This design comes from an exercise in tuning for a short achievable clock period and few clock cycles per item on the open sky130 flow, not from production work. The RTL was checked by simulation tests, not by an equivalence proof against the original design. Power figures rest on the tool's default switching activity, not on a simulated workload.

==> config.mk <==
export PLATFORM = sky130hd
export DESIGN_NAME = RISC_CORE
export DESIGN_NICKNAME = RISC_CORE
export VERILOG_FILES = /design/flow/design.v
export SDC_FILE = /design/flow/constraint.sdc
export NUM_CORES = 4
export LEC_CHECK = 0
export CAP_MARGIN = 20
export CORE_MARGIN = 2
export CORE_UTILIZATION = 40
export SLEW_MARGIN = 20
==> constraint.sdc <==
create_clock -name core_clock -period 6.0 [get_ports {Clk}]
set_input_delay 1.2000 -clock core_clock [delete_from_list [all_inputs] [get_ports {Clk}]]
set_output_delay 1.2000 -clock core_clock [all_outputs]
set_load 0.01 [all_outputs]
==> design.v <==
module  ALU (
	Reset, Clk,
	Oprnd_A,
	Oprnd_B,
	ALU_OP,
	Latch_Result,
	Latch_Flags,
	Lachd_Result,
	Zro_Flag,
	Neg_Flag,
	Carry_Flag
);
input		Reset, Clk;
input [15:0]	Oprnd_A,	 
		Oprnd_B;	 
input [5:0]	ALU_OP;		 
input		Latch_Result,
		Latch_Flags;
output [15:0]	Lachd_Result;	 
output		Zro_Flag,	 
		Neg_Flag,	 
		Carry_Flag;	 
reg [15:0]	Lachd_Result;
reg		Zro_Flag,
		Neg_Flag,
		Carry_Flag;
reg [15:0]	Op_Result;
reg		ALU_Zro, ALU_Carry, ALU_Neg;
reg [15:0]	Result;
reg [16:0]	SignedResult;
always @ (posedge Clk)
begin
  if (Latch_Result)
    Lachd_Result <= Op_Result;
  if (Reset) begin
    Zro_Flag	<= 1'b0;
    Neg_Flag	<= 1'b0;
    Carry_Flag	<= 1'b0;
  end
  else if (Latch_Flags) begin
    Zro_Flag	<= ALU_Zro;
    Neg_Flag	<= ALU_Neg;
    Carry_Flag	<= ALU_Carry;
  end
end
always @ (Oprnd_A or Oprnd_B or ALU_OP)
begin: Decode
  case (ALU_OP)			 
    6'b000000:
      Result = Oprnd_A + Oprnd_B;
    6'b000001:
      Result = Oprnd_A + Oprnd_B + 1;
    6'b000010, 6'b000111, 6'b010101:
      Result = Oprnd_A;
    6'b000011:
      Result = Oprnd_A + 1;
    6'b000101:
      Result = Oprnd_A - Oprnd_B;
    6'b000100:
      Result = Oprnd_A - Oprnd_B + 1;
    6'b000110:
      Result = Oprnd_A - 1;
    6'b010000:
      Result = 16'b0000000000000000;
    6'b010001:
      Result = Oprnd_A & Oprnd_B;
    6'b010010:
      Result = ~Oprnd_A & Oprnd_B;
    6'b010011:
      Result = Oprnd_B;
    6'b011000:
      Result = ~Oprnd_A & ~Oprnd_B;
    6'b011001:
      Result = ~(Oprnd_A ^ Oprnd_B);
    6'b011010:
      Result = ~Oprnd_A;
    6'b011011:
      Result = ~Oprnd_A | Oprnd_B;
    6'b010100:
      Result = Oprnd_A & ~Oprnd_B;
    6'b010110:
      Result = Oprnd_A ^ Oprnd_B;
    6'b010111:
      Result = Oprnd_A | Oprnd_B;
    6'b011100:
      Result = ~Oprnd_B;
    6'b011101:
      Result = Oprnd_A | ~Oprnd_B;
    6'b011110:
      Result = ~(Oprnd_A & Oprnd_B);
    6'b011111:
      Result = 16'b1111111111111111;
    default:
      Result = 16'b0000000000000000;
  endcase
  if (Result == 16'b0000000000000000)
    ALU_Zro = 1'b1;
  else
    ALU_Zro = 1'b0;
  if (Result[15])
    ALU_Neg = 1'b1;
  else
    ALU_Neg = 1'b0;
  ALU_Carry = 1'b0;
  Op_Result = Result;
end
endmodule
module CONTROL (
	Clk,
	Reset,
	Crnt_Instrn,
	Current_State,
	Neg_Flag,
	Carry_Flag,
	Zro_Flag,
	Latch_Instr,
	Rd_Oprnd_A,
	Rd_Oprnd_B,
	Latch_Flags,
	Latch_Result,
	Write_RegC,
	UseData_Imm_Or_RegB, 
	UseData_Imm_Or_ALU,
	Reset_AluRegs,
	EndOfInstrn,
	PushEnbl,
	PopEnbl,
	OUT_VALID
);
input		Clk,		 
                Reset;		 
input [31:0]	Crnt_Instrn;	 
input [2:0]	Current_State;
input		Neg_Flag,
		Carry_Flag,
		Zro_Flag;
output		Latch_Instr,		 
		Rd_Oprnd_A,		 
		Rd_Oprnd_B,		 
		Latch_Flags,		 
		Latch_Result,		 
		Write_RegC,		 
		UseData_Imm_Or_RegB, 
		UseData_Imm_Or_ALU,	 
		Reset_AluRegs,    
		EndOfInstrn,		 
		PushEnbl,
		PopEnbl,
		OUT_VALID;		 
reg		Latch_Instr,
		Rd_Oprnd_A,
		Rd_Oprnd_B,
		Latch_Flags,
		Latch_Result,
		Write_RegC,
		UseData_Imm_Or_RegB,
		UseData_Imm_Or_ALU,
		Reset_AluRegs,    
		EndOfInstrn,
		PushEnbl,
		PopEnbl,
		OUT_VALID;
reg Data_Imm_Or_ALU, Data_Imm_Or_RegB;
reg Take_Branch;
reg Neg, Carry, Zro, Jmp;
always @ (Crnt_Instrn or Neg_Flag or Carry_Flag or Zro_Flag)
begin 
  if (Crnt_Instrn[25])
  begin
	Neg	= ~Neg_Flag;
	Carry	= ~Carry_Flag;
	Zro	= ~Zro_Flag;
	Jmp	= 1'b0;
  end
  else 
  begin
	Neg	= Neg_Flag;
	Carry	= Carry_Flag;
	Zro	= Zro_Flag;
	Jmp	= 1'b1;
  end
  if (Crnt_Instrn[23:16] == 8'b00000000)
	Take_Branch = Neg;
  else if (Crnt_Instrn[23:16] == 8'b00000001)
	Take_Branch = Zro;
  else if (Crnt_Instrn[23:16] == 8'b00111111)
	Take_Branch = Jmp;
  else Take_Branch = 1'b0;
end
always @ (Reset or Current_State or Crnt_Instrn or Take_Branch)
begin
  case (Current_State)
    3'b000: begin
      PushEnbl		= 1'b0;
      PopEnbl		= 1'b0;
      Latch_Flags	= 1'b0;
      Latch_Result	= 1'b0;
      Rd_Oprnd_A	= 1'b0;
      Rd_Oprnd_B	= 1'b0;
      Data_Imm_Or_RegB	= 1'b0;
      Data_Imm_Or_ALU	= 1'b0;
      Latch_Instr	= 1'b0;
      Reset_AluRegs	= 1'b0;
      Write_RegC	= 1'b0;
      OUT_VALID		= 1'b0;
    end
    3'b001: begin 
      Data_Imm_Or_RegB  = 1'b0;
      Data_Imm_Or_ALU   = 1'b0;
      Latch_Instr       = 1'b1;
      Reset_AluRegs     = 1'b1;
      Write_RegC        = 1'b0;
      PushEnbl          = 1'b0;
      PopEnbl           = 1'b0;
      Latch_Flags       = 1'b0;
      Latch_Result      = 1'b0;
      Rd_Oprnd_A        = 1'b0;
      Rd_Oprnd_B        = 1'b0;
      OUT_VALID		= 1'b0;
    end
    3'b010: begin
      Latch_Instr       = 1'b0;
      Reset_AluRegs     = 1'b0;
      PushEnbl          = 1'b0;
      PopEnbl           = 1'b0;
      Latch_Flags       = 1'b0;
      Latch_Result      = 1'b0;
      Write_RegC        = 1'b0;
      OUT_VALID		= 1'b0;
      case (Crnt_Instrn[31:30])
        2'b00: begin		 
          Data_Imm_Or_RegB	= 1'b0;
          Data_Imm_Or_ALU	= 1'b0;
          Rd_Oprnd_A		= 1'b0;
          Rd_Oprnd_B		= 1'b0;
        end
        2'b01: begin		 
          Data_Imm_Or_RegB	= 1'b0;
          Data_Imm_Or_ALU	= 1'b0;
          Rd_Oprnd_A		= 1'b1;
          Rd_Oprnd_B		= 1'b1;
        end
        2'b10: begin		 
          Data_Imm_Or_RegB	= 1'b1;
          Data_Imm_Or_ALU	= 1'b0;
          Rd_Oprnd_A		= 1'b1;
          Rd_Oprnd_B		= 1'b1;
        end
        2'b11: begin		 
          Data_Imm_Or_RegB	= 1'b0;
          Data_Imm_Or_ALU	= 1'b1;
          Rd_Oprnd_A		= 1'b0;
          Rd_Oprnd_B		= 1'b1;
        end
        default: begin
          Data_Imm_Or_RegB	= 1'b0;
          Data_Imm_Or_ALU	= 1'b0;
          Rd_Oprnd_A		= 1'b0;
          Rd_Oprnd_B		= 1'b0;
        end
      endcase
      if ( Crnt_Instrn[31:30] == 2'b00 & Crnt_Instrn[24] == 1'b1)
        Rd_Oprnd_A	= 1'b1;
    end 
    3'b011: begin
	Rd_Oprnd_A       = 1'b0;
	Rd_Oprnd_B       = 1'b0;
	Latch_Instr      = 1'b0;
	Reset_AluRegs    = 1'b0;
	Write_RegC       = 1'b0;
	case (Crnt_Instrn[31:30])
          2'b00: begin	 
            Data_Imm_Or_RegB	= 1'b0;
            Data_Imm_Or_ALU	= 1'b0;
	  end
          2'b01: begin	 
            Data_Imm_Or_RegB	= 1'b0;
            Data_Imm_Or_ALU	= 1'b0;
	  end
          2'b10: begin	 
            Data_Imm_Or_RegB	= 1'b1;
            Data_Imm_Or_ALU	= 1'b0;
	  end
          2'b11: begin	 
            Data_Imm_Or_RegB	= 1'b0;
            Data_Imm_Or_ALU	= 1'b1;
	  end
          default: begin
            Data_Imm_Or_RegB	= 1'b0;
            Data_Imm_Or_ALU	= 1'b0;
	  end
        endcase
	if ( Crnt_Instrn[31:30] == 2'b00 & Crnt_Instrn[24] == 1'b1)
          OUT_VALID = 1'b1;
	else
          OUT_VALID = 1'b0;
	if ((Crnt_Instrn[31:30] == 2'b00 & Crnt_Instrn[28] == 1'b1) & Take_Branch)
          PushEnbl = 1'b1;
	else
          PushEnbl = 1'b0;
	if (Crnt_Instrn[31:30] == 2'b00 & Crnt_Instrn[27])
          PopEnbl = 1'b1;
	else
          PopEnbl = 1'b0;
	if (Crnt_Instrn[31:30] == 2'b01 | Crnt_Instrn[31:30] == 2'b10)
          Latch_Flags = 1'b1;
	else
          Latch_Flags = 1'b0;
	if (Crnt_Instrn[31:30] == 2'b01 |
	    Crnt_Instrn[31:30] == 2'b10 |
	    Crnt_Instrn[31:30] == 2'b11)
          Latch_Result = 1'b1;
	else
          Latch_Result = 1'b0;
      end
    3'b100: begin
      Latch_Flags	= 1'b0;
      Latch_Result	= 1'b0;
      PushEnbl		= 1'b0;
      PopEnbl		= 1'b0;
      Rd_Oprnd_A	= 1'b0;
      Rd_Oprnd_B	= 1'b0;
      Latch_Instr	= 1'b0;
      Reset_AluRegs	= 1'b0;
      OUT_VALID		= 1'b0;
	if (Crnt_Instrn[31:30] != 2'b00)
          Write_RegC = 1'b1;
	else
          Write_RegC = 1'b0;
	case (Crnt_Instrn[31:30])
	  2'b00: begin	 
	    Data_Imm_Or_RegB	= 1'b0;
	    Data_Imm_Or_ALU	= 1'b0;
	  end
	  2'b01: begin	 
	    Data_Imm_Or_RegB	= 1'b0;
	    Data_Imm_Or_ALU	= 1'b0;
	  end
	  2'b10: begin	 
	    Data_Imm_Or_RegB	= 1'b1;
	    Data_Imm_Or_ALU	= 1'b0;
	  end
	  2'b11: begin	 
	    Data_Imm_Or_RegB	= 1'b0;
	    Data_Imm_Or_ALU	= 1'b1;
	  end
	  default: begin
	    Data_Imm_Or_RegB	= 1'b0;
	    Data_Imm_Or_ALU	= 1'b0;
	  end
        endcase
    end
    default: begin
      Data_Imm_Or_ALU	= 1'b0;
      Data_Imm_Or_RegB	= 1'b0;
      Latch_Flags	= 1'b0;
      Latch_Instr	= 1'b0;
      Latch_Result	= 1'b0;
      OUT_VALID		= 1'b0;
      PopEnbl		= 1'b0;
      PushEnbl		= 1'b0;
      Rd_Oprnd_A	= 1'b0;
      Rd_Oprnd_B	= 1'b0;
      Reset_AluRegs	= 1'b0;
      Write_RegC	= 1'b0;
    end
  endcase
end
always @ (posedge Clk)
begin
  if (Reset) begin
    UseData_Imm_Or_RegB	<= 1'b0;
    UseData_Imm_Or_ALU  <= 1'b0;
  end
  else begin
    UseData_Imm_Or_RegB <= Data_Imm_Or_RegB;
    UseData_Imm_Or_ALU  <= Data_Imm_Or_ALU;
  end
end
always @ (posedge Clk)
begin
  if (Current_State == 3'b100)
    EndOfInstrn <= 1'b1;
  else
    EndOfInstrn <= 1'b0;
end
endmodule
module  DATA_PATH ( 
	Clk,
	Reset,
	Reset_AluRegs,
	Rd_Oprnd_A,
	Rd_Oprnd_B,
	UseData_Imm_Or_RegB,
	UseData_Imm_Or_ALU,
	Latch_Flags,
	ALU_Zro,
	ALU_Neg,
	ALU_Carry,
	PSW_Zro,
	PSW_Neg,
	PSW_Carry,
	Crnt_Instrn,
	RegPort_A,
	RegPort_B,
	Op_Result,
	Zro_Flag,
	Neg_Flag,
	Carry_Flag,
	Addr_A,
	Oprnd_A,
	Oprnd_B,
	RegPort_C
);
input		Clk,			 
		Reset,			 
		Reset_AluRegs,		 
		Rd_Oprnd_A,		 
		Rd_Oprnd_B,		 
		UseData_Imm_Or_RegB,	 
		UseData_Imm_Or_ALU,	 
		Latch_Flags,		 
		ALU_Zro,		 
		ALU_Neg,		 
		ALU_Carry,		 
		PSW_Zro,		 
		PSW_Neg,		 
		PSW_Carry;		 
input [31:0]	Crnt_Instrn;		 
input [15:0]	RegPort_A,		 
		RegPort_B,		 
		Op_Result;		 
output		Zro_Flag,		 
		Neg_Flag,		 
		Carry_Flag;		 
output [6:0]	Addr_A;			 
output [15:0]	Oprnd_A,		 
		Oprnd_B,		 
		RegPort_C;		 
reg		Zro_Flag,
		Neg_Flag,
		Carry_Flag;
reg [6:0]	Addr_A;
reg [15:0]	Oprnd_A,
		Oprnd_B,
		RegPort_C;
reg	PSWL_Zro, PSWL_Carry, PSWL_Neg;
always @ (posedge Clk)
begin
	if (Reset_AluRegs)
            Oprnd_A <= 16'b0000000000000000;
        else if (Rd_Oprnd_A)
            Oprnd_A <= RegPort_A;
        if (Reset_AluRegs)
            Oprnd_B <= 16'b0000000000000000;
        else if (Rd_Oprnd_B) begin
            if (Crnt_Instrn[31:30] == 2'b10)
                Oprnd_B <= {8'b00000000, Crnt_Instrn[7:0]};
            else
                Oprnd_B <= RegPort_B;
	end
        if (Reset) begin
            PSWL_Zro <= 1'b0;
            PSWL_Neg <= 1'b0;
            PSWL_Carry <= 1'b0;
	end
        else if (Latch_Flags) begin
	    PSWL_Zro <= PSW_Zro;
            PSWL_Neg <= PSW_Neg;
	    PSWL_Carry <= PSW_Carry;
        end
end
always @ (Crnt_Instrn or Op_Result or UseData_Imm_Or_ALU)
begin
       if (UseData_Imm_Or_ALU)
           RegPort_C = Crnt_Instrn[15:0];
       else
           RegPort_C = Op_Result;
end
always @ (Crnt_Instrn or PSWL_Zro or PSWL_Neg or PSWL_Carry or ALU_Zro or ALU_Neg or ALU_Carry)
begin
        if (Crnt_Instrn[31:24] == 8'b00001000) begin
            Zro_Flag   = PSWL_Zro;
            Neg_Flag   = PSWL_Neg;
            Carry_Flag = PSWL_Carry;
	end
        else begin
            Zro_Flag   = ALU_Zro;
            Neg_Flag   = ALU_Neg;
            Carry_Flag = ALU_Carry;
        end
end
always @ (Crnt_Instrn)
begin
       if (Crnt_Instrn[31:30] == 2'b00 & Crnt_Instrn[24] == 1'b1)
          Addr_A = Crnt_Instrn[6:0];
       else
          Addr_A = Crnt_Instrn[14:8];
end
endmodule
module INSTRN_LAT (
	Clk,
	Instrn,
	Latch_Instr,
	Crnt_Instrn_1,
	Crnt_Instrn_2
);
input		Clk;		 
input [31:0]	Instrn;		 
input		Latch_Instr;	 
output [31:0]	Crnt_Instrn_1;
output [31:0]	Crnt_Instrn_2;	 
reg [31:0]	Crnt_Instrn_1;
reg [31:0]	Crnt_Instrn_2;
always @ (posedge Clk)
begin
  if (Latch_Instr) begin
    Crnt_Instrn_1 <= Instrn;
    Crnt_Instrn_2 <= Instrn;
  end
end
endmodule
module  PRGRM_CNT (
	Reset,
	Clk,
	Incrmnt_PC,
	Ld_Brnch_Addr,
	Ld_Rtn_Addr,
	Imm_Addr,
	Return_Addr,
	PC
);
input		Reset,		 
		Clk,		 
		Incrmnt_PC,	 
		Ld_Brnch_Addr,	 
		Ld_Rtn_Addr;	 
input [7:0]	Imm_Addr,	 
		Return_Addr;	 
output [7:0]	PC;		 
reg [7:0] PCint;
always @ (posedge Clk)
begin
  if (Reset)
    PCint <= 8'b00000000;
  else if (Incrmnt_PC)		 
    PCint <= PCint + 1;
  else if (Ld_Rtn_Addr)		 
    PCint <= Return_Addr;
  else if (Ld_Brnch_Addr)	 
    PCint <= Imm_Addr;
end
assign PC = PCint;
endmodule
module PRGRM_DECODE (
	Zro_Flag,
	Carry_Flag,
	Neg_Flag,
	CurrentState,
	Crnt_Instrn,
	Incrmnt_PC,
	Ld_Brnch_Addr,
	Ld_Rtn_Addr
);
input			Zro_Flag,	 
			Carry_Flag,	 
			Neg_Flag;	 
input [2:0]	CurrentState;	 
input [31:0]		Crnt_Instrn;	 
output			Incrmnt_PC,	 
			Ld_Brnch_Addr,	 
			Ld_Rtn_Addr;	 
reg	Incrmnt_PC;
reg	Brnch_Addr, Rtn_Addr, Take_Branch;
reg	Neg, Carry, Zro, Jmp;
always @ (Take_Branch or CurrentState or Crnt_Instrn or 
          Zro_Flag or Carry_Flag or Neg_Flag or Brnch_Addr or Rtn_Addr)
begin
  if (Crnt_Instrn[25])
  begin
    Neg		= ~Neg_Flag;
    Carry	= ~Carry_Flag;
    Zro		= ~Zro_Flag;
    Jmp		= 1'b0;
  end
  else
  begin
    Neg		= Neg_Flag;
    Carry	= Carry_Flag;
    Zro		= Zro_Flag;
    Jmp		= 1'b1;
  end
  if (Crnt_Instrn[23:16] == 8'b00000000)
    Take_Branch = Neg;
  else if (Crnt_Instrn[23:16] == 8'b00000001)
    Take_Branch = Zro;
  else if (Crnt_Instrn[23:16] == 8'b00000010)
    Take_Branch = Carry;
  else if (Crnt_Instrn[23:16] == 8'b00111111)
    Take_Branch = Jmp;
  else Take_Branch = 1'b0;
  case (CurrentState)
    3'b100: begin
      if (Crnt_Instrn[31:30] == 2'b00)  
      begin
        if ((Crnt_Instrn[29] | Crnt_Instrn[28]) & Take_Branch)
           Brnch_Addr	= 1'b1;
	else
           Brnch_Addr	= 1'b0;
        if (Crnt_Instrn[27])	 
           Rtn_Addr	= 1'b1;
	else
           Rtn_Addr	= 1'b0;
      end
      else
      begin
        Brnch_Addr	= 1'b0;
        Rtn_Addr	= 1'b0;
      end
      if (Rtn_Addr | Brnch_Addr)
         Incrmnt_PC	= 1'b0;
      else
         Incrmnt_PC	= 1'b1;
    end
    default: begin
      Incrmnt_PC	= 1'b0;	
      Brnch_Addr	= 1'b0;
      Rtn_Addr		= 1'b0;
    end
  endcase
end
assign Ld_Brnch_Addr	= Brnch_Addr;
assign Ld_Rtn_Addr	= Rtn_Addr;
endmodule
module PRGRM_FSM (
	Clk,		 
	Reset,		 
	CurrentState	 
);
input			Clk;		 
input			Reset;		 
output	[2:0]	CurrentState;	 
reg [2:0]		Current_State, Next_State;
always @ (Reset or Current_State)
begin
  case (Current_State)		 
    3'b000: 
	Next_State	= 3'b001;
    3'b001:
	Next_State	= 3'b010;
    3'b010:
	Next_State	= 3'b011;
    3'b011:
	Next_State	= 3'b100;
    3'b100:
	Next_State	= 3'b001;
    default:
        Next_State	= 3'b000;
  endcase
end
always @ (posedge Clk)
begin
  if (Reset)
    Current_State       <= 3'b000;
  else
    Current_State       <= Next_State;
end
assign CurrentState = Current_State;
endmodule
module PRGRM_CNT_TOP (
	Clk,
	Reset,
	Crnt_Instrn,
	Zro_Flag,
	Carry_Flag,
	Neg_Flag,
	Return_Addr,
	Current_State,
	PC
);
input			Clk;
input			Reset;
input [31:0]		Crnt_Instrn;	 
input			Zro_Flag,	 
			Carry_Flag,
			Neg_Flag;
input [7:0]		Return_Addr;
output	[2:0]	Current_State;	 
output	[7:0]		PC;
wire  			Incrmnt_PC, Ld_Brnch_Addr, Ld_Rtn_Addr;
wire [2:0] 	CurrentState; 
PRGRM_FSM I_PRGRM_FSM (
	.Clk		(Clk),
	.Reset		(Reset),
	.CurrentState 	(CurrentState)
);
PRGRM_DECODE I_PRGRM_DECODE (
	.Zro_Flag	(Zro_Flag),
	.Carry_Flag	(Carry_Flag),
	.Neg_Flag	(Neg_Flag),
	.CurrentState	(CurrentState),
	.Crnt_Instrn	(Crnt_Instrn),
	.Incrmnt_PC	(Incrmnt_PC),
	.Ld_Brnch_Addr	(Ld_Brnch_Addr),
	.Ld_Rtn_Addr	(Ld_Rtn_Addr)
);
PRGRM_CNT I_PRGRM_CNT (
	.Reset		(Reset),
	.Clk		(Clk),
	.Incrmnt_PC	(Incrmnt_PC),
	.Ld_Brnch_Addr	(Ld_Brnch_Addr),
	.Ld_Rtn_Addr	(Ld_Rtn_Addr),
	.Imm_Addr	(Crnt_Instrn[7:0]),
	.Return_Addr	(Return_Addr),
	.PC		(PC)
);
assign Current_State = CurrentState;
endmodule
module REG_FILE (
	Reset,
	Clk,
	Addr_A,
	Addr_B,
	Addr_C,
	RegPort_C,
	Write_RegC,
	RegPort_A,
	RegPort_B,
	I_REG_FILE_on,
       	enable_signal
);
input		Reset,		 
		Clk;		 
input [6:0]	Addr_A,		 
		Addr_B,		 
		Addr_C;		 
input [15:0]	RegPort_C;	 
input		Write_RegC;
input 		I_REG_FILE_on;
input		enable_signal;
output [15:0]	RegPort_A,	 
		RegPort_B;	 
reg [15:0] Reg_Array [3:0];
integer i;
always @ (posedge Clk)
begin
  for (i = 3; i >= 0; i = i - 1)
    if (Reset)
      Reg_Array[i] <= 16'b0000000000000000;
  if (Write_RegC)
      Reg_Array[Addr_C] <= RegPort_C;
end
assign  RegPort_A = Reg_Array[Addr_A];
assign  RegPort_B = Reg_Array[Addr_B];
endmodule
module  STACK_FSM ( 
	Reset,
	Clk,
	PushEnbl,
	PopEnbl,
	TOS,
	STACK_FULL
);
input		Reset,		 
		Clk,		 
		PushEnbl,	 
		PopEnbl;	 
output [0:2]	TOS;		 
output		STACK_FULL;	 
reg		STACK_FULL;
reg [1:0]	Crnt_Stack, Next_Stack;
reg [0:2]		 Next_TOS, TOS_int;
always @ (Crnt_Stack or TOS_int or PushEnbl or PopEnbl)
begin
  if (PushEnbl & PopEnbl) begin
    Next_Stack	= 2'b10;
    Next_TOS	= 3'b000;
  end
  else
    case (Crnt_Stack)
      2'b00: begin
	if (PushEnbl) begin  
	  Next_Stack	= 2'b01;
	  Next_TOS	= 3'b001;
	end
	else if (PopEnbl) begin
	  Next_Stack	= 2'b10;
	  Next_TOS	= 3'b000;
	end
	else begin
	  Next_Stack	= 2'b00;
	  Next_TOS	= 3'b000;
	end
      end
      2'b01: begin
	if (PushEnbl) begin
	  if (TOS_int == 3'b111) begin
	    Next_Stack	= 2'b11;
	    Next_TOS	= 3'b111;
	  end
	  else begin
	    Next_Stack	= 2'b01;
	    Next_TOS	= TOS_int + 1;
	  end 
	end
	else if (PopEnbl) begin
	  if (TOS_int == 3'b001) begin
	    Next_Stack	= 2'b00;
	    Next_TOS	= 3'b000;
	  end
	  else begin
	    Next_Stack	= 2'b01;
	    Next_TOS	= TOS_int - 1;
	  end
	end
	else begin
	  Next_Stack	= 2'b01;
	  Next_TOS	= TOS_int;
	end
      end
      2'b11: begin
	if (PushEnbl) begin
	  Next_Stack	= 2'b10;
	  Next_TOS	= 3'b111;
	end
	else if (PopEnbl) begin
	  Next_Stack	= 2'b01;
	  Next_TOS	= 3'b111;
	end
	else begin
	  Next_Stack	= 2'b11;
	  Next_TOS	= 3'b111;
	end 
      end
      2'b10: begin
	 Next_Stack	= 2'b10 ;
	 Next_TOS	= 3'b111;
      end
    endcase
end
always @ (posedge Clk)
begin
  if (Reset) begin
    Crnt_Stack	<= 2'b00;
    TOS_int	<= 3'b000;
  end
  else begin
    Crnt_Stack	<= Next_Stack;
    TOS_int	<= Next_TOS;
    if (Crnt_Stack == 2'b11 & TOS_int == 3'b111)
      STACK_FULL <= 1'b1;
    else
      STACK_FULL <= 1'b0; 
  end
end
assign TOS = TOS_int;
endmodule
module STACK_MEM ( 
	Reset,
	Clk,
	PushEnbl,
	PopEnbl,
	Stack_Full,
	TOS,
	PushDataIn,
	PopDataOut
);
input		Reset,		 
		Clk,		 
		PushEnbl,	 
		PopEnbl,	 
		Stack_Full;	 
input [0:2]	TOS;
input [3:0]	PushDataIn;	 
output [3:0]	PopDataOut;	 
reg [3:0]	PopDataOut;
reg [3:0]	Stack_Mem [0:7];
reg [0:2]	Pop_Address;
always @ (Stack_Full or TOS)
begin
  if (Stack_Full)
    Pop_Address = TOS;
  else
    Pop_Address = TOS - 1;
end
always @ (posedge Clk)
begin
  if (PushEnbl)
    Stack_Mem[TOS] <= PushDataIn;
end
always @ (posedge Clk)
begin
  if (Reset)
    PopDataOut <= 4'b0000;
  else if (PopEnbl)
    PopDataOut <= Stack_Mem[Pop_Address];
end
endmodule
module STACK_TOP ( 
	Reset,
	Clk,
	PushEnbl,
	PopEnbl,
	PushDataIn,
	PopDataOut,
	STACK_FULL,
	I_STACK_TOP_on,
	enable_signal
);
input		Reset,		 
		Clk,		 
		PushEnbl,	 
		PopEnbl;	 
input [11:0]	PushDataIn;	 
input		I_STACK_TOP_on;
input		enable_signal;
output [11:0]	PopDataOut;	 
output		STACK_FULL;	 
wire [0:2]	TOS;
wire		STACK_FULL_int;
STACK_FSM I_STACK_FSM (
	.Reset		(Reset),
	.Clk		(Clk),
	.PushEnbl	(PushEnbl),
	.PopEnbl	(PopEnbl),
	.TOS		(TOS),
	.STACK_FULL	(STACK_FULL_int)
);
STACK_MEM I1_STACK_MEM (
	.Reset		(Reset),
	.Clk		(Clk),
	.PushEnbl	(PushEnbl),
	.PopEnbl	(PopEnbl),
	.Stack_Full 	(STACK_FULL_int),
	.TOS		(TOS),
	.PushDataIn	(PushDataIn[3:0]),
	.PopDataOut	(PopDataOut[3:0])
);
STACK_MEM I2_STACK_MEM (
	.Reset		(Reset),
	.Clk		(Clk),
	.PushEnbl	(PushEnbl),
	.PopEnbl	(PopEnbl),
	.Stack_Full 	(STACK_FULL_int),
	.TOS		(TOS),
	.PushDataIn	(PushDataIn[7:4]),
	.PopDataOut	(PopDataOut[7:4])
);
STACK_MEM I3_STACK_MEM (
	.Reset		(Reset),
	.Clk		(Clk),
	.PushEnbl	(PushEnbl),
	.PopEnbl	(PopEnbl),
	.Stack_Full 	(STACK_FULL_int),
	.TOS		(TOS),
	.PushDataIn	(PushDataIn[11:8]),
	.PopDataOut	(PopDataOut[11:8])
);
assign STACK_FULL = STACK_FULL_int;
endmodule
module RISC_CORE (
	Clk,
	Reset,
	Instrn,
	Xecutng_Instrn,
	EndOfInstrn,
	PSW,
	Rd_Instr,
	RESULT_DATA,
	OUT_VALID,
	STACK_FULL,
        I_STACK_TOP_on,
 	I_REG_FILE_on,
 	enable_signal2,
	enable_signal3
);
input		Clk;
input		Reset;
input	[31:0]	Instrn;
input	 I_STACK_TOP_on;
input	 I_REG_FILE_on;
input    enable_signal2;
input    enable_signal3;
output	[31:0]	Xecutng_Instrn;
output		EndOfInstrn;
output	[10:0]	PSW;
output		Rd_Instr;
output	[15:0]	RESULT_DATA;
output		OUT_VALID;
output		STACK_FULL;
wire	[15:0]	Oprnd_A, Oprnd_B, Op_Result, RegPort_A, RegPort_B, RegPort_C;
wire	[6:0]	Addr_A, Addr_B, Addr_C;
wire	[5:0]	ALU_OP;
wire	ALU_Zro, ALU_Neg, ALU_Carry, Zro_Flag, Neg_Flag, Carry_Flag,
           PSW_Zro, PushEnbl, PopEnbl, PSW_Neg, PSW_Carry, 
           Write_RegC, Rd_Oprnd_A, Rd_Oprnd_B, Latch_Instr, Latch_Flags,
           Latch_Result, UseData_Imm_Or_RegB, UseData_Imm_Or_ALU, 
           Reset_AluRegs;
wire	[2:0]	Current_State;
wire	[31:0]	Crnt_Instrn_1, Crnt_Instrn_2;
wire	[11:0]	PushDataIn, PopDataOut;
wire	[7:0]	Return_Addr, Imm_Addr;
wire	[7:0]	PC;
wire	 I_STACK_TOP_on;
wire	 I_REG_FILE_on;
assign PushDataIn 	=  {1'b0, Zro_Flag, Neg_Flag, Carry_Flag, PC + 8'd1};
assign Return_Addr 	=  PopDataOut[7:0];
assign PSW_Zro 		=  PopDataOut[10];
assign PSW_Neg 		=  PopDataOut[9];
assign PSW_Carry 	=  PopDataOut[8];
assign ALU_OP 		=  Crnt_Instrn_1[29:24];
assign Addr_B 		=  Crnt_Instrn_1[6:0];
assign Addr_C 		=  Crnt_Instrn_1[22:16];
assign PSW 		=  {PC, Zro_Flag, Neg_Flag, Carry_Flag};
assign Rd_Instr 	=  Latch_Instr;
assign Xecutng_Instrn 	=  Crnt_Instrn_1;
assign RESULT_DATA 	=  RegPort_A; 
ALU I_ALU (
	.Reset		(Reset),
	.Clk		(Clk),
	.Oprnd_A	(Oprnd_A),
	.Oprnd_B	(Oprnd_B),
	.ALU_OP		(ALU_OP),
	.Latch_Result	(Latch_Result),
	.Latch_Flags	(Latch_Flags),
	.Lachd_Result	(Op_Result),
	.Zro_Flag	(ALU_Zro),
	.Neg_Flag	(ALU_Neg),
	.Carry_Flag	(ALU_Carry)
 );
CONTROL I_CONTROL (
	.Clk 		(Clk),
	.Reset 		(Reset),
	.Crnt_Instrn 	(Crnt_Instrn_2),
	.Current_State	(Current_State),
	.Neg_Flag	(Neg_Flag),
	.Carry_Flag	(Carry_Flag),
	.Zro_Flag	(Zro_Flag),
	.Latch_Instr 	(Latch_Instr),
	.Rd_Oprnd_A 	(Rd_Oprnd_A),
	.Rd_Oprnd_B 	(Rd_Oprnd_B),
	.Latch_Flags 	(Latch_Flags), 
	.Latch_Result 	(Latch_Result),
	.Write_RegC 	(Write_RegC),
	.UseData_Imm_Or_RegB 	(UseData_Imm_Or_RegB),
	.UseData_Imm_Or_ALU 	(UseData_Imm_Or_ALU),
	.Reset_AluRegs	(Reset_AluRegs),
	.EndOfInstrn 	(EndOfInstrn),
	.PushEnbl 	(PushEnbl),
	.PopEnbl 	(PopEnbl),
	.OUT_VALID 	(OUT_VALID)
);
DATA_PATH I_DATA_PATH (
	.Clk 		(Clk),
	.Reset 		(Reset),
	.Reset_AluRegs 	(Reset_AluRegs),
	.Rd_Oprnd_A 	(Rd_Oprnd_A),
	.Rd_Oprnd_B 	(Rd_Oprnd_B),
	.UseData_Imm_Or_RegB 	(UseData_Imm_Or_RegB),
	.UseData_Imm_Or_ALU 	(UseData_Imm_Or_ALU),
	.Latch_Flags 	(Latch_Flags),
	.ALU_Zro 	(ALU_Zro),
	.ALU_Neg 	(ALU_Neg),
	.ALU_Carry 	(ALU_Carry),
	.PSW_Zro 	(PSW_Zro),
	.PSW_Neg 	(PSW_Neg),
	.PSW_Carry 	(PSW_Carry),
	.Crnt_Instrn 	(Crnt_Instrn_2),
	.RegPort_A 	(RegPort_A),
	.RegPort_B 	(RegPort_B),
	.Op_Result 	(Op_Result),
	.Zro_Flag 	(Zro_Flag),
	.Neg_Flag 	(Neg_Flag),
	.Carry_Flag 	(Carry_Flag),
	.Addr_A 	(Addr_A),
	.Oprnd_A 	(Oprnd_A),
	.Oprnd_B 	(Oprnd_B),
	.RegPort_C 	(RegPort_C)
);
INSTRN_LAT I_INSTRN_LAT (
	.Clk 		(Clk),
	.Instrn 	(Instrn),
	.Latch_Instr 	(Latch_Instr),
	.Crnt_Instrn_1	(Crnt_Instrn_1),
	.Crnt_Instrn_2	(Crnt_Instrn_2)
);
PRGRM_CNT_TOP I_PRGRM_CNT_TOP (
	.Clk 		(Clk),
	.Reset 		(Reset),
	.Crnt_Instrn	(Crnt_Instrn_2),
	.Zro_Flag	(Zro_Flag),
	.Carry_Flag	(Carry_Flag),
	.Neg_Flag	(Neg_Flag),
	.Return_Addr 	(Return_Addr),
	.Current_State	(Current_State),
	.PC 		(PC)
);
REG_FILE I_REG_FILE (
	.Reset 		(Reset),
	.Clk 		(Clk),
	.Addr_A 	(Addr_A),
	.Addr_B 	(Addr_B),
	.Addr_C 	(Addr_C),
	.RegPort_C 	(RegPort_C),
	.Write_RegC 	(Write_RegC),
	.RegPort_A 	(RegPort_A),
	.RegPort_B 	(RegPort_B),
	.enable_signal	(enable_signal2)
);
STACK_TOP I_STACK_TOP (
	.Reset 		(Reset),
	.Clk 		(Clk),
	.PushEnbl 	(PushEnbl),
	.PopEnbl 	(PopEnbl),
	.PushDataIn 	(PushDataIn),
	.PopDataOut 	(PopDataOut),
	.STACK_FULL 	(STACK_FULL),
	.enable_signal	 (enable_signal3)
);
endmodule
==> run.sh <==
#!/bin/bash
# synth_recipe.tcl (not shown) runs the flow's synth.tcl, then flattens the netlist and writes it again
# the make line also repeats each setting of config.mk as NAME=value (left out here)
make -C /OpenROAD-flow-scripts/flow DESIGN_CONFIG=/design/flow/config.mk WORK_HOME=/design/flow/orfs CLKGATE_MAP_FILE= SYNTH_SCRIPT=/design/flow/synth_recipe.tcl finish
==> metrics.yaml <==
status:
  outcome: "no timing/DRC/antenna violations"
worst_setup_path:
  cp_max_fo: 16
  path_cells: "nor4b_1 > nand2_1 > nor2_1 > a211oi_1 > fa_1 > a211oi_1 > o21ai_0 > nor4bb_1 > o311ai_0 > a21oi_1 > o21ai_0 > nand4_1 > or4_1 > o31ai_2"
  cp-end-kind: "flop"
  cp.required_ns: 6.46
  slowest_stage: "edfxtp_1"
  crit_buf_inv: 0
  arrival_ns: 5.62
  reg2regPathDepth: 14
  slowest_delay_ns: 0.75
  critPathTopFamily: "simple AND/OR/NAND/NOR gates"
  r2r-end: "I_ALU.Zro_Flag"
  worstReg2RegStart: "I_INSTRN_LAT.Crnt_Instrn_1[26]"
  ff2ff_setup_slack_ns: 0.84
  worst_setup_path_start_kind: "flop"
  worstSetupPathType: "reg -> reg"
clock_network:
  path_clk_slew_ns: 0.07
  cts_setup_buffers: 0
  cts_hold_repair.buffers: 0
  cts-root-buf: "clkbuf_16"
  ctsResizeCount: 0
  clock_sinks: 269
  cts_buffers: 27
  insertion_delay_ns: 0.56
  h-tree-depth: 1
  cts_tree: "yes"
  cts_buffer_depth: 3
routing:
  drc_errors: 0
  vias: 13432
  wl_per_cell_microns: 23.64
  drtIter0Drc: 1614
  via_per_inst: 6.089
  drt_pass1_iterations: 6
  route.antenna.remaining_nets: 0
  drt-total-wl_mm: 52.15
synth:
  synthMuxAreaShare: 0.1291
  syn_nets: 1703
  yosysWarnings: 10
  syn_area_sq_um: 16780
  ys_ff_latch: 269
  ys_seq_area_frac: 0.4409
  syn_avg_cell_area_sq_um: 10.66
  synth-simple-area-share: 0.1439
  synth_async_sr_flop_share: 0
  synthFlopType: "edfxtp_1"
  ys_types: 101
  synth-compound-area-share: 0.1535
  postSynthCellCount: 1574
  synth-edff-count: 201
  synth_top_family_by_area: "compound AO/OA/AOI/OAI gates"
  synth_fa_ha_area_frac: 0.06921
  synth_xor_xnor_area_share: 0.02081
layout:
  final_cell_area_sq_um: 19310
  instances_no_fill: 2206
  diodes: 0
  area_delta_synth_final_pct: 15.09
  mostFrequentLayoutCell: "edfxtp_1"
  final_cell_mix: "201 x edfxtp_1, 191 x nor2_1, 97 x nand2_1, 96 x clkdlybuf4s50_1"
  fillCellCount: 3913
  seq_area_sq_um: 7397
  fin_nets: 1775
  multi_input_area_sq_um: 8730
  drive_gt1_frac: 0.1188
power_and_ir_drop:
  p_per_area_nw_per_um2: 296.9
  p_int_mw: 3.869
  ir_drop_mv: 0.2459
  combPwrFrac: 0.293
  pwr-share-clk: 0.322
  switchingPower_mw: 1.864
  power_leakage_nw: 7.005
  p_total_mw: 5.733
  swShare: 0.3251
  p_seq_frac: 0.386
global_route:
  grt_usage: 0.2365
  overflow: 0
  antenna_found_initial: 0
  first_global_vias: 12891
  grt_pass1_wl_mm: 79.28
  grt_max_degree: 50
place:
  dp_hpwl_mm: 37.60
  placed_area_sq_um: 18320
  numPortBuffers: 96
  gp_congestion: 0.9941
  dp_slack_ns: 1.042
  place_inst: 2156
floorplanning:
  io_pins: 101
  initial_core_util: 0.4026
  core_area_sq_um: 41670
  rows: 75
  die_w_microns: 208.8
  die_h_microns: 208.8
  die-area_sq_um: 43600
sta:
  maxSlewViolCount: 0
  period_minus_slack_ns: 5.158
  timing.final.crit_share: 0.8596
  tightestPinTransition_ns: 1.170
  fin_ws_ns: 0.8422
  slew_headroom: 0.2155
  hold_viol: 0
  clock_skew_ns: 0.01499
  fmax_mhz: 193.9
  setup-violations-final: 0
  setup-tns-final_ns: 0
  rsz0062_at_grt: "no"
worst_hold_path:
  hp-start: "I_STACK_TOP.I3_STACK_MEM.PopDataOut[0]"
  hp-class: "reg -> reg"
  whs_endpoint: "I_DATA_PATH.PSWL_Carry"
  hold_depth: 2
flow_run:
  maxCapViolCount: 0
## metal layers
metal | global-route usage | share of wire
met4 | 0.06970 | 0.028
met5 | 0 | 0
met2 | 0.3510 | 0.43
met1 | 0.3548 | 0.46
met3 | 0.03817 | 0.075
## through the flow
stage	util	hold slack [ns]
after floorplan	-	0.4322
after global placement	0.4396	0.4453
after detailed placement	0.4396	0.4476
after CTS	0.4634	0.4565
after global routing	0.4634	0.4860
final	0.4634	0.4529
## flip-flops by register name, summed over array words and instances (netlist names), 4 cells and up, named ones only
register,count
I_STACK_TOP.I1_STACK_MEM.Stack_Mem,32
I_STACK_TOP.I2_STACK_MEM.Stack_Mem,32
I_STACK_TOP.I2_STACK_MEM.PopDataOut,4
I_DATA_PATH.Oprnd_A,16
I_DATA_PATH.Oprnd_B,16
I_STACK_TOP.I1_STACK_MEM.PopDataOut,4
I_REG_FILE.Reg_Array,64
I_STACK_TOP.I3_STACK_MEM.Stack_Mem,24
I_PRGRM_CNT_TOP.I_PRGRM_CNT.PCint,8
I_ALU.Lachd_Result,16
I_INSTRN_LAT.Crnt_Instrn_1,32
## power by group through the flow
stage | Sequential (mW) | Clock (mW) | Combinational (mW)
detailed placement | 2.25 | 0 | 1.63
global route | 2.22 | 1.95 | 1.83
CTS | 2.21 | 1.88 | 1.65
floorplan | 2.18 | 0 | 1.18
finish | 2.21 | 1.84 | 1.68
global placement | 2.24 | 0 | 1.62
## cell usage after synthesis, drive strengths merged (44+ instances only)
cell / instances / area share
o21ai: 72 / 0.021
ha: 88 / 0.066
clkbuf: 56 / 0.013
nand2: 99 / 0.022
inv: 65 / 0.015
nor2: 192 / 0.043
a211oi: 44 / 0.020
dfxtp: 68 / 0.081
a21oi: 89 / 0.027
edfxtp: 201 / 0.36
mux2i: 79 / 0.048
mux4: 54 / 0.072
## worst max path at each step
stage,start,end,slack (ns),cells past startpoint
after detailed placement,I_INSTRN_LAT.Crnt_Instrn_1[26],I_ALU.Zro_Flag,1.04,14
after floorplan,I_INSTRN_LAT.Crnt_Instrn_1[29],I_ALU.Zro_Flag,1.33,18
after CTS,I_INSTRN_LAT.Crnt_Instrn_1[30],RESULT_DATA[7],0.91,7
after global placement,I_INSTRN_LAT.Crnt_Instrn_1[26],I_ALU.Zro_Flag,1.04,14
final,I_INSTRN_LAT.Crnt_Instrn_1[26],I_ALU.Zro_Flag,0.84,14
after global routing,I_INSTRN_LAT.Crnt_Instrn_1[26],I_ALU.Zro_Flag,0.60,14
## layout make-up
type,count,share of cell area
sequential,269,0.3831
inverter,67,0.01316
timing repair buffer,136,0.06532
multi-input combinational,1145,0.4521
clock inverter,16,0.01063
tap,539,0.03493
clock buffer,34,0.04070
## worst min-delay path, cell delays in order (launching register included)
cell and delay, ns:
dfxtp_1 0.31, nand2_1 0.05, a21oi_1 0.05
## cell families (layout without fill, tap and decap cells)
group / count (synthesis) / in the layout
buffers and inverters: 160 / 253
AO/OA/AOI/OAI: 375 / 375
multiplexers: 146 / 146
XOR/XNOR: 39 / 39
adder cells (fa/ha/maj): 91 / 91
flip-flops: 269 / 269
AND/OR/NAND/NOR: 494 / 494
Testbench counts, summed over its fixed seeds: cycles 128,016, instrs 32,000.

## static timing again, ports no longer ideal
In the flow no input, the clock included, has a driving cell. The finished layout below was timed again as built, in two steps. Step 1 sets driving cells, clkbuf_16 on the clock port and buf_2 on the other inputs (assumed; they add their load-dependent delay and slew). Step 2 moves the port delays by t, midway between the first and last clock arrival at a register: inputs arrive t later, outputs are due t later. That takes back most of the time a late clock gives input paths. a / b / c = no drivers / after step 1 / after step 2; a / b = the first two.
t (ns): 0.605
setup WS [ns]: 0.842 / 0.819 / 0.842
latest minus earliest clock arrival (ns): 0.016 / 0.016
cell pins on the clock port's net: 1
After both steps setup and hold are still met in this run. For this run, drivers alone change the setup slack by -0.023 ns; drivers and shift together by 0.000 ns.
